Background: an optimization exercise with open tools, aiming at small area. Do not read the settings as production practice. In this exercise RTL edits were held to simulation tests only and were not proved equivalent to the original. Power and IR drop assume default switching activity.

--- flow/constraint.sdc ---
create_clock -name core_clock -period 10.0 [get_ports {clk}]
set_input_delay 2.0000 -clock core_clock [delete_from_list [all_inputs] [get_ports {clk}]]
set_output_delay 2.0000 -clock core_clock [all_outputs]
set_load 0.01 [all_outputs]
--- flow/run.sh ---
#!/bin/bash
# synth_recipe.tcl (not shown) runs the flow's synth.tcl, then flattens the netlist and writes it again
# the make line also repeats each setting of config.mk as NAME=value (left out here)
make -C /OpenROAD-flow-scripts/flow DESIGN_CONFIG=/design/flow/config.mk WORK_HOME=/design/flow/orfs CLKGATE_MAP_FILE= SYNTH_SCRIPT=/design/flow/synth_recipe.tcl finish
--- flow/design.v ---
module clock(input clk, input reset, output clk_2hz, output clk_1hz, output fst_tick, output clk_4hz);
  reg [13:0] counter1;
  reg [12:0] counter2;  
  reg [12:0] counter4;
  reg [4:0] counterfst;
assign clk_1hz = (counter1 == 9999)? 1'b1 : 1'b0;
assign clk_2hz = (counter2 == 4999)? 1'b1 : 1'b0;
assign fst_tick = (counterfst == 19)? 1'b1 : 1'b0;
assign clk_4hz = (counter4 >= 1250)? 1'b0 : 1'b1;
  always @(posedge clk)
    begin
      if (reset) begin
        counter1 <= 0;
        counter2 <= 0;
        counter4 <= 0;
        counterfst <= 0;
      end
      else begin
        counter1 <= (counter1 + 1) % 10000;
        counter2 <= (counter2 + 1) % 5000;
        counter4 <= (counter4 + 1) % 5000;
        counterfst <= (counterfst + 1) % 20;
      end
    end
endmodule  
module count_digit #(parameter [3:0] max_val = 4'd9) (
	input clk,
	input incr,
	input select,
	input reset,
	input pause,
	input adjust,
	output reg [3:0] value,
	output reg incr_next);
	always@(posedge clk)
	begin
		if (reset) begin
			value <= 0;
			incr_next <= 0;
		end
		else if (incr) begin
			if (value == max_val)
				incr_next <= 1;
			else
				incr_next <= 0;
			value <= (value + 1) % (max_val + 1);
		end
		else
			incr_next <= 0;
	end		
endmodule
module counter(
	clk, clk_1hz, clk_2hz, fst_tick, clk_4hz,
	pause_d, rst_d, select, adj, disNum, select_digit, 
	counter_sec);
   input clk;
   input clk_1hz;
   input clk_2hz;
   input fst_tick;
   input clk_4hz;
   input pause_d;
   input rst_d;
   input select;
   input adj;
   output reg [3:0] select_digit;
   output reg [6:0] disNum;
   wire [3:0] 	counterm10;
   wire [3:0] 	counterm1;
   wire [3:0] 	counters10;
   wire [3:0] 	counters1;
   wire s1_incr;
   wire s10_incr;
   wire m1_incr;
   wire m1_interm;
   wire m10_incr;
   wire m10_of;
   output [5:0]   counter_sec;
   reg          freeze;
   function [6:0] numToLED;
      input [3:0] num;
      begin
	 case(num)
	   4'd0: numToLED = 7'h3F;  
	   4'd1: numToLED = 7'h06;  
	   4'd2: numToLED = 7'h5B;  
	   4'd3: numToLED = 7'h4F;  
	   4'd4: numToLED = 7'h66;  
	   4'd5: numToLED = 7'h6D;  
	   4'd6: numToLED = 7'h7D;  
	   4'd7: numToLED = 7'h07;  
	   4'd8: numToLED = 7'h7F;  
	   4'd9: numToLED = 7'h6F;  
	   default: numToLED = 7'h00;
	 endcase  
      end
   endfunction  
	assign counter_sec = 6'd0;
	assign s1_incr = (adj & select)? clk_2hz : clk_1hz & ~freeze;
	count_digit #(.max_val(4'b1001)) s1(
		.clk(clk),
		.incr(s1_incr),
		.select(select),
		.reset(rst_d),
		.pause(pause_d),
		.adjust(adj),
		.value(counters1),
		.incr_next(s10_incr)
	);
	count_digit #(.max_val(4'b0101)) s10(
		.clk(clk),
		.incr(s10_incr),
		.select(select),
		.reset(rst_d),
		.pause(pause_d),
		.adjust(adj),
		.value(counters10),
		.incr_next(m1_incr)
	);
	assign m1_interm = (adj & ~select)? clk_2hz : m1_incr;
	count_digit #(.max_val(4'b1001)) m1(
		.clk(clk),
		.incr(m1_interm),
		.select(select),
		.reset(rst_d),
		.pause(pause_d),
		.adjust(adj),
		.value(counterm1),
		.incr_next(m10_incr)
	);
	count_digit #(.max_val(4'b0101)) m10(
		.clk(clk),
		.incr(m10_incr),
		.select(select),
		.reset(rst_d),
		.pause(pause_d),
		.adjust(adj),
		.value(counterm10),
		.incr_next(m10_of)
	);
	always@(posedge clk)
	begin
		if (adj || 
			pause_d || 
			(counterm10 == 5 && counterm1 == 9 && counters10 == 5 && counters1 == 9))
			freeze <= 1;
		else if (rst_d)
			freeze <= 0;
		else if (~pause_d)
			freeze <= 0;
	end
	always@(posedge clk)  
	begin
		if (rst_d) begin
			disNum <= 7'b1111111;
			select_digit <= 4'b1110;
		end
		else if (fst_tick)
		case(select_digit)
		4'b0111:
		begin
			if (adj && select && clk_4hz)
				disNum <= 7'b1111111;
			else
				disNum <= ~numToLED(counters1);  
			select_digit <= 4'b1110;
		end
		4'b1110:
		begin
			if (adj && select && clk_4hz)
				disNum <= 7'b1111111;
			else
				disNum <= ~numToLED(counters10);  
			select_digit <= 4'b1101;
		end
		4'b1101:
		begin
			if (adj && ~select && clk_4hz)
				disNum <= 7'b1111111;
			else
				disNum <= ~numToLED(counterm1);  
			select_digit <= 4'b1011;
		end
		4'b1011:
		begin
			if (adj && ~select && clk_4hz)
				disNum <= 7'b1111111;
			else
				disNum <= ~numToLED(counterm10);  
			select_digit <= 4'b0111;
		end
		endcase
	end
endmodule  
`timescale 1ns / 1ps
module top_module(
    input pause,
    input reset,
    input select,
    input adjust,
    input clk,
	output [6:0] disNum,
	output [3:0] select_digit,
	output [5:0] counter_sec,
	output clk_1hz
    );
wire clk_2hz;
wire clk_4hz;
wire fst_tick;
clock clock(
	.clk(clk), 
	.reset(reset),
	.clk_1hz(clk_1hz), 
	.clk_2hz(clk_2hz), 
	.clk_4hz(clk_4hz),
	.fst_tick(fst_tick)
	);
counter counter(
	.clk(clk), 
	.clk_1hz(clk_1hz), 
	.clk_2hz(clk_2hz), 
	.fst_tick(fst_tick),
	.clk_4hz(clk_4hz),
	.pause_d(pause), 
	.rst_d(reset), 
	.select(select), 
	.adj(adjust), 
	.disNum(disNum), 
	.select_digit(select_digit),
	.counter_sec(counter_sec));
endmodule
--- flow/config.mk ---
export PLATFORM = sky130hd
export DESIGN_NAME = top_module
export DESIGN_NICKNAME = top_module
export VERILOG_FILES = /design/flow/design.v
export SDC_FILE = /design/flow/constraint.sdc
export NUM_CORES = 4
export LEC_CHECK = 0
export CAP_MARGIN = 20
export CORE_MARGIN = 2
export CORE_UTILIZATION = 40
export SLEW_MARGIN = 20
==> notes.md <==
For the pin with the worst max-slew slack, the measured transition is 0.9748 ns. Detailed placement ended at an HPWL of 12.58 mm. STA classifies the critical path startpoint as a register. Initial antenna violation count: 0. The arrival time of the worst setup path was 2.41 ns. The share of flip-flops with an asynchronous set or reset after synthesis was 0; the sequential share of the synthesized area was 0.2723. The number of iterations in the first detailed-routing pass was 5; the post-synthesis xor/xnor area fraction was 0.05842. Of all nets on the critical path, the largest fanout is 6. The area growth from synthesis to layout is 6.120%. Across the routed clock network, the largest skew measured is 0.009054 ns. The main combinational cell family by area after synthesis is simple AND/OR/NAND/NOR gates. Counting flops and latches in the post-synthesis netlist gives 104. For the worst setup path, the data required time is 8.00 ns.

The global router's overall resource usage is 0.1725, and the gate count after technology mapping is 977. By startpoint and endpoint, the worst setup path is classified as register to primary output. In the synthesized netlist the dominant register cell turns out to be dfxtp_1. Once placement completed, the tool counted placed cells totaling 1,170. Clock latency on the worst-skew pair, taken at its later pin, is 0.36 ns.

The slowest cell on the critical path was clkdlybuf4s50_1. The critical path goes through ha_1 -> nand4_1 -> nor4_2 -> clkdlybuf4s50_1. The number of antenna diodes in the final layout is 0. Total clock sinks: 104. Post-CTS clock slew at the launch and capture registers of the worst setup and hold paths: 0.08 ns. The logs give 50 for the count of standard-cell rows and 506 for the violation count after the first detailed-route iteration. Synthesis instantiated 88 different standard cells from the library. The initial core utilization is 0.4088, and the number of nets with antenna violations after routing is 0. For this design the ratio of total power to cell area is 99.72 nW/um^2. Adder-cell area share of the yosys netlist: 0.09295. For the max-slew violation count, the log shows 0.

The most common library cell in the layout ignoring fill and taps is dfxtp_1. The number of buffers created by CTS is 9. The first global-routing pass estimated 29.08 mm of wire. The number of nets in the layout is 1,008.

The final critical delay including setup and external delays is 4.411 ns. The maximum root-to-sink buffer count is 2, and the peak supply drop is 73.02 uV. For the count of final hold-check violations, the log shows 0.

In this design, the largest share of critical-path delay is due to simple AND/OR/NAND/NOR gates. Worst-case headroom to the max-slew limit: 0.3501. Setup repair after global routing left no endpoint under its margin.

Fraction of synthesized area in multiplexers: 0.02127. The run finished with no timing, DRC or antenna violations. The number of global-route vias before repair was 5,952; the final global-route overflow total was 0. The cts-stage hold buffer count was 0; the ratio of cells with drive above 1 in the final layout was 0.05252. The post-synthesis average cell area was 7.826 sq um. In this run the static leakage power is 0.003082 uW. The die height is 142.3 microns, and the final non-filler cell total is 1,186. The floorplan step defined a die boundary enclosing 20,240 sq um. The share of the clock period used by the worst path after layout is 0.4411.

Number of enable flip-flop cells after synthesis: 0. The tools report the root cell of the clock tree as clkbuf_16. Kind of end point of the critical path: a primary output. The congestion estimate from routability-driven global placement came to 0.8624.

The number of buffers added on ports was 16; the netlist area before placement was 7646 sq um. The total of endpoints with negative setup slack in the final report is 0, and the count of buffer and inverter cells on the critical path is 1. Via count: 6,832. The Yosys step of the flow raised 4 warnings.

For this run, the slowest stage of the critical path takes 0.63 ns. The post-cts repair resize count came out at 0. Number of primary I/O pins: 23. In the final routed layout, each cell accounts on average for 14.58 microns.

The routed wire length was 17.30 mm; the simple-gate share of the synthesized area was 0.2571. In this run the horizontal extent of the chip is 142.3 microns. The summed negative setup slack over all endpoints was 0 ns.

For this run, design rule violations remaining after detail routing come to 0. The number of H-tree levels was 3; the highest clock frequency the design can meet was 0.2267 GHz. In this run the worst hold path is classified as register to register.

The number of setup buffers added after CTS is 0. The top cell types in the final layout, fill and taps aside, are 104 x dfxtp_1, 78 x nor2_1, 77 x a21oi_1. Max-cap violations in this run came to 0. The floorplan step defined a core boundary enclosing 18,710 sq um. Entering global routing, the biggest net connects 41 pins.

The area fraction in compound gates after synthesis came out at 0.2338. TritonCTS built the clock tree. Dividing the detail-routed via count by the number of cells gives 5.761.
logic make-up after synthesis:
group / count (synthesis)
adders and majority gates: 57
xor gates and xnor gates: 51
other: 1
DFF: 104
muxes: 16
AOI/OAI and AO/OA: 268
and+or+nand+nor: 367
buffers and inverters: 113
path summary, 6_finish.rpt:
check	cells past startpoint	to	slack, ns	start
worst max-delay path	4	clk_1hz	5.59	clock.counter1[0]
worst min-delay path	2	counter.disNum[0]	0.47	counter.disNum[0]
worst max register to register	13	register	6.04	counter.m10.value[0]
worst min register to register	2	counter.disNum[0]	0.47	counter.disNum[0]
per-stage QoR:
| stage | hold WS (ns) | util | total power (uW) | setup slack (ns) | instance area [sq um] |
|---|---|---|---|---|---|
| floorplan | 0.4409 | - | 465.8 | 6.222 | 7665 |
| global placement | 0.4593 | 0.4183 | 472.9 | 5.453 | 7825 |
| detailed placement | 0.4641 | 0.4183 | 473.1 | 5.398 | 7825 |
| CTS | 0.4824 | 0.4338 | 818.1 | 5.582 | 8114 |
| global route | 0.5106 | 0.4338 | 839.1 | 5.370 | 8114 |
| finish | 0.4733 | 0.4338 | 809.1 | 5.589 | 8114 |
cells in the mapped netlist (4+ instances only):
master | n | area [sq um]
xor2_1 | 21 | 183.9
buf_4 | 11 | 82.58
nor4_1 | 9 | 56.30
o311ai_0 | 7 | 61.31
or3_1 | 12 | 75.07
nand4_1 | 18 | 112.6
a221oi_1 | 5 | 43.79
nor3_1 | 27 | 135.1
xnor2_1 | 30 | 262.8
o31ai_1 | 8 | 60.06
and2_1 | 16 | 100.1
o21ai_0 | 54 | 270.3
nor2b_1 | 9 | 56.30
o21a_1 | 6 | 45.04
a21o_1 | 11 | 82.58
o22ai_1 | 6 | 37.54
nor3b_1 | 7 | 52.55
a31oi_1 | 17 | 106.4
nand4b_1 | 5 | 43.79
nand3b_1 | 8 | 60.06
o41ai_1 | 11 | 96.34
buf_2 | 10 | 50.05
mux2i_1 | 14 | 140.1
and4_1 | 6 | 52.55
a21oi_1 | 77 | 385.4
ha_1 | 56 | 700.7
o32ai_1 | 4 | 35.03
dfxtp_1 | 104 | 2082
nand3_1 | 38 | 190.2
nand2b_1 | 7 | 43.79
o211ai_1 | 11 | 82.58
a22oi_1 | 4 | 30.03
inv_1 | 49 | 183.9
nor2_1 | 78 | 292.8
clkbuf_1 | 36 | 135.1
or2_2 | 4 | 25.02
or4_1 | 8 | 60.06
and3_1 | 15 | 93.84
nand2_1 | 75 | 281.5
a211oi_1 | 5 | 37.54
buf_1 | 5 | 18.77
worst min-delay path: cells and delay by family, from the launching register on:
kind	cells	cell delay, ns
DFF	1	0.33
AOI/OAI and AO/OA	2	0.11
area by class of cell:
type                            count  area [sq um]
Tap cell                          234         292.8
Clock buffer                        9         225.2
Timing Repair Buffer               18         170.2
Sequential cell                   104          2082
Fill cell                        1866         10590
Inverter                           49         183.9
Clock inverter                      7         63.81
Multi-Input combinational cell    765          5096
routing by layer:
| metal | global-route usage | up-vias | part of all wire |
|---|---|---|---|
| li1 | - | 3489 | - |
| met1 | 0.2454 | 3169 | 0.49 |
| met2 | 0.2703 | 159 | 0.45 |
| met3 | 0.03634 | 15 | 0.047 |
| met4 | 0.03368 | 0 | 0.010 |
| met5 | 0 | - | 0 |
where the power goes:
group          internal [uW]  total (uW)  switching (uW)  leakage, uW
Sequential               419         429            10.2     0.000842
Combinational           12.8        34.7            21.9      0.00209
Clock                    174         345             171     0.000145
Total                    606         809             203      0.00308

==> static timing again, ports no longer ideal <==
Ports are ideal in the flow. The routed layout listed here was re-timed in OpenROAD.
Step 1, drivers: a clkbuf_16 drives clk and a buf_2 each remaining input, both assumed.
Step 2, shift: input delay + t, output delay - t, t = (earliest + latest rising clock arrival at the registers) / 2. This alone moves slack from input paths to output paths.
Slacks: ideal / step 1 / step 2; pairs: ideal / step 1.
shift t [ns]: 0.396
setup slack, ns: 5.589 / 5.547 / 5.323
slew at the worst register clock pin (ns): 0.08 / 0.08
After both steps setup and hold are still met in this run. The setup slack of this run moves by -0.042 ns with the drivers and by -0.266 ns with both steps.
